Source: an optimization exercise on an open RTL-to-GDS flow (aim: small area and a short achievable clock period). Production flows keep margins and buffers that such runs may drop.
Only simulation tests tie the RTL to the original design; equivalence was not proved.
No activity file was given, so power comes from the tool's default toggle rates.

==> module MIPS, before the edit <==
module MIPS(
	input clk, clear,
	input [15:0] instr,
	output reg [3:0] PC,
	output [15:0] R1, R2, R3
	);
	wire [3:0] op  = instr[15:12];
	wire [3:0] rs  = instr[11:8];
	wire [3:0] rt  = instr[7:4];
	wire [3:0] rd  = instr[3:0];
	wire [3:0] imm = instr[3:0];
	wire nc = ~clear;
	wire is_and  = (op == 4'd0);
	wire is_or   = (op == 4'd1);
	wire is_add  = (op == 4'd2);
	wire is_addi = (op == 4'd3);
	wire is_sub  = (op == 4'd6);
	wire is_slt  = (op == 4'd7);
	wire is_lw   = (op == 4'd8);
	wire is_sw   = (op == 4'd10);
	wire is_bne  = (op == 4'd14);
	wire is_j    = (op == 4'd15);
	wire rwe = is_and | is_or | is_add | is_addi | is_sub | is_slt | is_lw;
	wire [3:0] waddr = (is_addi | is_lw) ? rt : rd;
	wire sub = op[2];    
	wire [15:0] r [0:15];    
	wire [15:0] m [0:15];    
	wire [15:0] sA, sB, mhit, sM, An, Bn, A, Bx, wd, alun;
	genvar i, b;
	generate
		for (i = 0; i < 16; i = i + 1) begin : dec
			assign sA[i] = (rs == i);
			assign sB[i] = (rt == i);
			wire [3:0] tgt = i - imm;
			assign mhit[i] = (A[3:0] == tgt);
			assign sM[i] = mhit[i] & is_lw & nc;
		end
		for (b = 0; b < 16; b = b + 1) begin : rp
			wire [15:0] rc, mc;
			for (i = 0; i < 16; i = i + 1) begin : w_
				assign rc[i] = r[i][b];
				assign mc[i] = m[i][b];
			end
			mux16oh pa(.d(rc), .s(sA), .yn(An[b]));
			mux16oh pb(.d(rc), .s(sB), .yn(Bn[b]));
			mux16wb pm(.d(mc), .s(sM), .alun(alun[b]), .y(wd[b]));
		end
	endgenerate
	assign A  = ~An;
	assign Bx = ~Bn;    
	wire [15:0] e0, e1;    
	generate
		for (b = 0; b < 16; b = b + 1) begin : ye
			if (b < 4) begin : lo
				assign e0[b] = is_addi ? ~imm[b] : sub;
				assign e1[b] = is_addi ? ~imm[b] : ~sub;
			end else begin : hi
				assign e0[b] = is_addi | sub;
				assign e1[b] = is_addi | ~sub;
			end
		end
	endgenerate
	wire [15:0] Yn, p, g0, t0;
	wire [15:0] g1n, t1n, g2, t2, g3n, t3n, g4;
	generate
		for (b = 0; b < 16; b = b + 1) begin : l0
			mux2im uy(~e0[b], ~e1[b], Bn[b], Yn[b]);    
			xor2m  up(An[b], Yn[b], p[b]);              
			if (b == 0) begin : c0
				assign g0[0] = (~An[0] & ~Yn[0]) | ((~An[0] | ~Yn[0]) & sub);
				assign t0[0] = 1'b0;
			end else begin : cn
				nor2m  ug(An[b], Yn[b], g0[b]);     
				nand2m ut(An[b], Yn[b], t0[b]);     
			end
		end
		for (b = 0; b < 16; b = b + 1) begin : l1
			if (b >= 1) begin : c
				aoi21m ug(t0[b], g0[b-1], g0[b], g1n[b]);
				if (b >= 2) begin : t
					nand2m ut(t0[b], t0[b-1], t1n[b]);
				end else begin : tz
					assign t1n[b] = 1'b1;
				end
			end else begin : p_
				assign g1n[b] = ~g0[b];
				assign t1n[b] = 1'b1;
			end
		end
		for (b = 0; b < 16; b = b + 1) begin : l2
			if (b >= 2) begin : c
				oai21m ug(t1n[b], g1n[b-2], g1n[b], g2[b]);
				if (b >= 4) begin : t
					nor2m ut(t1n[b], t1n[b-2], t2[b]);
				end else begin : tz
					assign t2[b] = 1'b0;
				end
			end else begin : p_
				assign g2[b] = ~g1n[b];
				assign t2[b] = 1'b0;
			end
		end
		for (b = 0; b < 16; b = b + 1) begin : l3
			if (b >= 4) begin : c
				aoi21m ug(t2[b], g2[b-4], g2[b], g3n[b]);
				if (b >= 8) begin : t
					nand2m ut(t2[b], t2[b-4], t3n[b]);
				end else begin : tz
					assign t3n[b] = 1'b1;
				end
			end else begin : p_
				assign g3n[b] = ~g2[b];
				assign t3n[b] = 1'b1;
			end
		end
		for (b = 0; b < 16; b = b + 1) begin : l4
			if (b >= 8) begin : c
				oai21m ug(t3n[b], g3n[b-8], g3n[b], g4[b]);
			end else begin : p_
				assign g4[b] = ~g3n[b];
			end
		end
	endgenerate
	wire [15:0] c = {g4[14:0], sub};
	wire lt = ~g4[15];    
	wire sel_as  = (is_add | is_addi | is_sub) & nc;
	wire sel_and = is_and & nc;
	wire sel_or  = is_or & nc;
	wire sel_slt = is_slt & nc;
	wire [15:0] lg = ({16{sel_and}} & (A & Bx)) | ({16{sel_or}} & (A | Bx));
	wire [15:0] xv = ({16{sel_as}} &  p) | lg;    
	wire [15:0] yv = ({16{sel_as}} & ~p) | lg;    
	wire alun0;
	generate
		for (b = 0; b < 16; b = b + 1) begin : fin
			if (b == 0) begin : b0
				mux2im um(xv[b], yv[b], c[b], alun0);
			end else begin : bn
				mux2im um(xv[b], yv[b], c[b], alun[b]);
			end
		end
	endgenerate
	assign alun[0] = alun0 & ~(sel_slt & lt);
	wire [15:0] dz = Bx & {16{nc}};
	wire [15:0] d1 = Bx | {16{clear}};
	function [15:0] dinit(input integer w);
		case (w)
			0: dinit = 16'h0001;
			1: dinit = 16'h0004;
			2: dinit = 16'h0006;
			3: dinit = 16'h0004;
			4: dinit = 16'h0005;
			5: dinit = 16'h0006;
			default: dinit = 16'h0001;
		endcase
	endfunction
	generate
		for (i = 0; i < 16; i = i + 1) begin : g
			reg [15:0] rr;
			reg [15:0] mm;
			always @(posedge clk)
				if (clear || (rwe && waddr == i))
					rr <= wd;
			always @(posedge clk)
				if (clear || (is_sw && mhit[i]))
					mm <= (dinit(i) & d1) | (~dinit(i) & dz);
			assign r[i] = rr;
			assign m[i] = mm;
		end
	endgenerate
	wire taken = is_j | (is_bne & (An != Bn));
	always @(posedge clk) begin
		if (clear)
			PC <= 4'd0;
		else if (taken)
			PC <= instr[3:0];
		else
			PC <= PC + 4'd1;
	end
	assign R1 = r[1];
	assign R2 = r[2];
	assign R3 = r[3];
endmodule
export LEC_CHECK = 0
export CAP_MARGIN = 20
export CORE_MARGIN = 2
export CORE_UTILIZATION = 65
export CTS_BUF_LIST = sky130_fd_sc_hd__clkbuf_8
export CTS_CLUSTER_DIAMETER = 50
export CTS_CLUSTER_SIZE = 16
export SETUP_SLACK_MARGIN = 4
export SLEW_MARGIN = 20
export SYNTH_HIERARCHICAL = 1
export SYNTH_MINIMUM_KEEP_SIZE = 0
create_clock -name core_clock -period 9.0 [get_ports {clk}]
standard.sh (not shown) runs the stock make flow with config.mk's settings and CLKGATE_MAP_FILE= SYNTH_SCRIPT=/design/flow/synth_recipe.tcl, a recipe that flattens the netlist after the stock synthesis.
==> flow/flow/run.sh <==
#!/bin/bash
# Layout flow: the standard ORFS flow (standard.sh, unchanged synthesis),
# with the port buffers made from sky130_fd_sc_hd__buf_1 (resized later where timing needs it) instead of the
# buffer ORFS picks by default (a delay cell). Every input and output port
# still gets its own buffer. The whole make output goes to standard_flow.log.
set -euo pipefail
bash standard.sh "BUFFER_PORTS_ARGS=-buffer_cell sky130_fd_sc_hd__buf_1" finish > standard_flow.log 2>&1
==> next run, changes <==
--- a/flow/design.v
+++ b/flow/design.v
@@ -441,8 +441,11 @@
 endmodule
 module nor2m(input a, b, output y);
 	assign y = ~(a | b);
 endmodule
+module and2m(input a, b, output y);
+	assign y = a & b;
+endmodule
 module or2m(input a, b, output y);
 	assign y = a | b;
 endmodule
 module xor2m(input a, b, output y);
@@ -521,27 +524,40 @@
 	wire [3:0] waddr = (is_addi | is_lw) ? rt : rd;
 	wire sub = op[2];    
 	wire [15:0] r [0:15];    
 	wire [15:0] m [0:15];    
-	wire [15:0] sA, sB, mhit, sM, An, Bn, A, Bx, wd, alun;
+	wire [15:0] mhit, An, Bn, A, Bx, wd, alun;
+	wire [15:0] sA [0:1];
+	wire [15:0] sB [0:1];
+	wire [15:0] sM [0:1];
+	wire [3:0] pAl, pAh, pBl, pBh;
+	wire lwnc = is_lw & nc;
 	genvar i, b;
 	generate
+		for (i = 0; i < 4; i = i + 1) begin : pre
+			assign pAl[i] = ~(rs[1:0] == i);
+			assign pAh[i] = ~(rs[3:2] == i);
+			assign pBl[i] = ~(rt[1:0] == i);
+			assign pBh[i] = ~(rt[3:2] == i);
+		end
 		for (i = 0; i < 16; i = i + 1) begin : dec
-			assign sA[i] = (rs == i);
-			assign sB[i] = (rt == i);
+			for (b = 0; b < 2; b = b + 1) begin : cp
+				nor2m ua(pAl[i % 4], pAh[i / 4], sA[b][i]);
+				nor2m ub(pBl[i % 4], pBh[i / 4], sB[b][i]);
+				and2m um(mhit[i], lwnc, sM[b][i]);
+			end
 			wire [3:0] tgt = i - imm;
 			assign mhit[i] = (A[3:0] == tgt);
-			assign sM[i] = mhit[i] & is_lw & nc;
 		end
 		for (b = 0; b < 16; b = b + 1) begin : rp
 			wire [15:0] rc, mc;
 			for (i = 0; i < 16; i = i + 1) begin : w_
 				assign rc[i] = r[i][b];
 				assign mc[i] = m[i][b];
 			end
-			mux16oh pa(.d(rc), .s(sA), .yn(An[b]));
-			mux16oh pb(.d(rc), .s(sB), .yn(Bn[b]));
-			mux16wb pm(.d(mc), .s(sM), .alun(alun[b]), .y(wd[b]));
+			mux16oh pa(.d(rc), .s(sA[b / 8]), .yn(An[b]));
+			mux16oh pb(.d(rc), .s(sB[b / 8]), .yn(Bn[b]));
+			mux16wb pm(.d(mc), .s(sM[b / 8]), .alun(alun[b]), .y(wd[b]));
 		end
 	endgenerate
 	assign A  = ~An;
 	assign Bx = ~Bn;    
=> Count of clock-buffer cells in the layout went up by 5; hold slack gets worse by 77 ps; total power went down by 1.2%; first-iteration DRC count went up by 1.7%; cell area went down by 0.71%; clock power barely changes; wire length went down by about 6%; clock skew is about the same; worst setup slack gets better by 100 ps; die area went up by 1.9%; global-route usage went down by 2.7 points.

-- re-timing with driven ports --
The flow's constraints put no driver on any port. The routed layouts listed below were extracted and timed again, unchanged, in two steps. Step 1 (the two cells are an assumption about what drives the block):
set clk [get_ports {clk}]
set_driving_cell -lib_cell sky130_fd_sc_hd__clkbuf_16 $clk
set_driving_cell -lib_cell sky130_fd_sc_hd__buf_2 [delete_from_list [all_inputs] $clk]
Step 2 moves the port delays by t, midway between the first and last clock arrival at a register: inputs arrive t later, outputs are due t later. That takes back most of the time a late clock gives input paths. Slacks: no drivers / after step 1 / after step 2; pairs: no drivers / after step 1.
run | t, ns | setup slack, ns | latest minus earliest clock arrival (ns) | slew at the worst register clock pin (ns) | worst data-port slew with drivers (ns)
the first run | 0.657 | 3.973 / 3.989 / 3.332 | 0.037 / 0.036 | 0.10 / 0.10 | 0.05
the second run | 0.688 | 4.077 / 4.104 / 3.416 | 0.035 / 0.035 | 0.10 / 0.10 | 0.05
After both steps every run listed still meets setup and hold. For the second run, which loses most, drivers alone change the setup slack by +0.027 ns; drivers and shift together by -0.661 ns.
